What follows belongs to an exercise in optimizing a design on an open flow for small area, a short achievable clock period and few clock cycles per item; a production flow would make more cautious choices.
Where RTL was checked, it was by simulation tests only, not by an equivalence proof against the original.

Setup of oak:
==> flow/design.v <==
module mdc_b(  
    input ld, clk,
    input [31:0] i_a, i_b,
    output [31:0] res,  
    output done);  
    reg [31:0] a, b;
    always @(posedge clk)
        if (ld) begin  
            a <= i_a;  
            b <= i_b;  
        end
        else  
            if (b <= a)
                a <= a - b;
            else
                b <= b - a;
    assign res = a + b;
    assign done = !(a && b);
endmodule
export LEC_CHECK = 0
export CAP_MARGIN = 20
export CORE_MARGIN = 2
export CORE_UTILIZATION = 40
export SLEW_MARGIN = 20
create_clock -name core_clock -period 5.5 [get_ports {clk}]
run.sh (not shown) runs the stock make flow with config.mk's settings and CLKGATE_MAP_FILE= SYNTH_SCRIPT=/design/flow/synth_recipe.tcl, a recipe that flattens the netlist after the stock synthesis.
Testbench counts of oak, summed over its fixed seeds: cycles 560,273, items 3,200.
The following lists how pine was set up differently from oak:
==> flow/design.v <==
module mdc_b(
    input ld, clk,
    input [31:0] i_a, i_b,
    output [31:0] res,
    output done);
    reg [31:0] a, b;
    reg [4:0]  k;
    wire bz = (b == 32'd0);
    wire kz = (k == 5'd0);
    wire [32:0] d_ab = {1'b0, a} - {1'b0, b};
    wire [31:0] d_ba = b - a;
    wire a_lt_b = d_ab[32];
    wire [31:0] dif = a_lt_b ? d_ba : d_ab[31:0];
    wire both_odd = a[0] & b[0];
    wire [31:0] y = both_odd ? dif : b;
    wire [31:0] x = both_odd ? (a ^ b) : b;
    reg [4:0] sh;
    integer i;
    always @* begin
        sh = 5'd0;
        for (i = 31; i >= 0; i = i - 1)
            if (x[i]) sh = i[4:0];
    end
    wire [31:0] ys = y >> sh;
    always @(posedge clk)
        if (ld) begin
            a <= i_a;
            b <= i_b;
            k <= 5'd0;
        end else if (bz) begin
            if (!kz) begin
                a <= {a[30:0], 1'b0};
                k <= k - 5'd1;
            end
        end else if (!a[0] && !b[0]) begin
            a <= {1'b0, a[31:1]};
            b <= {1'b0, b[31:1]};
            k <= k + 5'd1;
        end else if (!a[0]) begin
            a <= b;
            b <= a;
        end else begin
            if (both_odd && a_lt_b == 1'b0)
                a <= b;
            b <= ys;
        end
    assign res = a;
    assign done = bz & kz;
endmodule
### Flow results
pine vs. oak: critical path arrival went up by 1.26 ns, mean number of vias per cell went up by 12%, number of multi-input combinational cells in the layout went up by 370.
Measured against each other, pine and oak differ in xor and xnor area share after synthesis, the higher figure coming from oak.
Re final cell area excluding filler cells: pine and oak aren't equal, and the higher value belongs to pine.
Summary of pine over oak: met2 track utilization from global routing moved up, die area rose by about 34%.
Testbench counts of pine, summed over its fixed seeds: cycles 73,918, items 3,200.

---

Setup of raven:
Another version of the RTL of mdc_b (not shown whole).
For scale: roughly 69 flip-flops, about 99 I/O pins.
==> module mdc_b, before the edit <==
module mdc_b(
    input ld, clk,
    input [31:0] i_a, i_b,
    output [31:0] res,
    output done);
    reg [31:0] a, b;
    reg [4:0]  k;
    wire bz = (b == 32'd0);
    wire kz = (k == 5'd0);
    wire both_odd = a[0] & b[0];
    wire a_even   = ~a[0];
    wire [32:0] d   = {1'b0, a} - {1'b0, b};
    wire        neg = d[32];
    wire [32:0] y = both_odd ? d : a_even ? {1'b0, a} : {1'b0, b};
    wire [8:0]  x = both_odd ? (a[8:0] ^ b[8:0]) : a_even ? a[8:0] : b[8:0];
    wire [2:0] sh = x[1] ? 3'd0 : x[2] ? 3'd1 : x[3] ? 3'd2 : x[4] ? 3'd3 :
                    x[5] ? 3'd4 : x[6] ? 3'd5 : x[7] ? 3'd6 : 3'd7;
    wire       big = (x[8:1] == 8'd0);
    wire [32:0] y1 = {y[32], y[32:1]};
    wire [40:0] yx = {{8{y1[32]}}, y1} >> sh;
    wire [32:0] ys = yx[32:0];
    wire        fix = both_odd & neg;
    wire [31:0] nb  = fix ? {~ys[31:1], 1'b1} : ys[31:0];
    always @(posedge clk)
        if (ld) begin
            a <= i_a;
            b <= i_b;
            k <= 5'd0;
        end else if (bz) begin
            if (!kz) begin
                a <= {a[30:0], 1'b0};
                k <= k - 5'd1;
            end
        end else if (!a[0] && !b[0]) begin
            a <= {1'b0, a[31:1]};
            b <= {1'b0, b[31:1]};
            k <= k + 5'd1;
        end else if (fix && big) begin
            a <= b;
            b <= a;
        end else begin
            if (a_even || (both_odd && !neg))
                a <= b;
            b <= nb;
        end
    assign res = a;
    assign done = bz & kz;
endmodule
==> flow/config.mk <==
export PLATFORM = sky130hd
export DESIGN_NAME = mdc_b
export DESIGN_NICKNAME = mdc_b
export VERILOG_FILES = /design/flow/design.v
export SDC_FILE = /design/flow/constraint.sdc
export NUM_CORES = 4
export LEC_CHECK = 0
export CAP_MARGIN = 20
export CORE_MARGIN = 2
export CORE_UTILIZATION = 40
export SETUP_SLACK_MARGIN = 1.3
export SLEW_MARGIN = 20
==> flow/constraint.sdc <==
create_clock -name core_clock -period 5.5 [get_ports {clk}]
set_input_delay 1.1000 -clock core_clock [delete_from_list [all_inputs] [get_ports {clk}]]
set_output_delay 1.1000 -clock core_clock [all_outputs]
set_load 0.01 [all_outputs]
Testbench counts of raven, summed over its fixed seeds: cycles 73,086, items 3,200.
### raven -> cedar
==> flow/design.v <==
module mdc_b(
    input ld, clk,
    input [31:0] i_a, i_b,
    output [31:0] res,
    output done);
    reg [31:0] a, b;
    reg [4:0]  k;
    wire bz = (b == 32'd0);
    wire kz = (k == 5'd0);
    wire [31:0] bg  = b & {32{a[0]}};
    wire [32:0] d   = {1'b0, a} - {1'b0, bg};
    wire        neg = d[32];
    wire [8:0]  x   = a[8:0] ^ bg[8:0];
    wire [2:0] sh = x[1] ? 3'd0 : x[2] ? 3'd1 : x[3] ? 3'd2 : x[4] ? 3'd3 :
                    x[5] ? 3'd4 : x[6] ? 3'd5 : x[7] ? 3'd6 : 3'd7;
    wire       big = (x[8:1] == 8'd0);
    wire [40:0] yx = {{9{neg}}, d[32:1]} >> sh;
    wire [31:0] ys = yx[31:0];
    wire [31:0] nb = neg ? {~ys[31:1], 1'b1} : ys;
    always @(posedge clk)
        if (ld) begin
            a <= i_a;
            b <= i_b;
            k <= 5'd0;
        end else if (bz) begin
            if (!kz) begin
                a <= {a[30:0], 1'b0};
                k <= k - 5'd1;
            end
        end else if (!a[0] && !b[0]) begin
            a <= {1'b0, a[31:1]};
            b <= {1'b0, b[31:1]};
            k <= k + 5'd1;
        end else if (!b[0] || (neg && big)) begin
            a <= b;
            b <= a;
        end else begin
            if (!neg)
                a <= b;
            b <= nb;
        end
    assign res = a;
    assign done = bz & kz;
endmodule
Measured against each other, cedar and raven differ in worst endpoint required time, the higher figure coming from cedar. [cedar] count of filler cells inserted in the layout fell 206 relative to raven. cedar vs raven on sequential share of layout area: cedar is the higher one. Summary of cedar over raven: post-CTS setup buffer count rose 4; total routing usage reported by global routing fell 0.90 points; synthesized netlist cell count fell 125; wire length fell about 13%; total of clock buffers placed in the layout rose 1. Count of final setup violators: raven vs cedar identical.
Function not checked in cedar: the RTL went through the layout flow alone.

-- static timing again, ports no longer ideal --
No port has a modelled driver above. Below, the same layouts with a new extraction and two added sets of constraints.
Step 1 sets driving cells, clkbuf_16 on the clock port and buf_2 on the other inputs (assumed; they add their load-dependent delay and slew).
Step 2 times the ports against the registers' clock, not the clock port: input delays grow and output delays shrink by t, the midpoint of the rising clock arrivals with the driver on.
Slacks: ideal ports / drivers / drivers and shift; pairs: ideal ports / drivers.
run	t (ns)	setup slack, ns	worst setup path at the end	clock arrival spread, ns
oak	0.399	0.253 / 0.206 / 0.605	register to output	0.005 / 0.005
pine	0.401	0.300 / 0.300 / 0.300	register to register	0.010 / 0.011
raven	0.373	1.413 / 1.413 / 1.413	register to register	0.010 / 0.009
cedar	0.398	1.413 / 1.413 / 1.413	register to register	0.008 / 0.008
After both steps setup and hold are still met in every run listed.
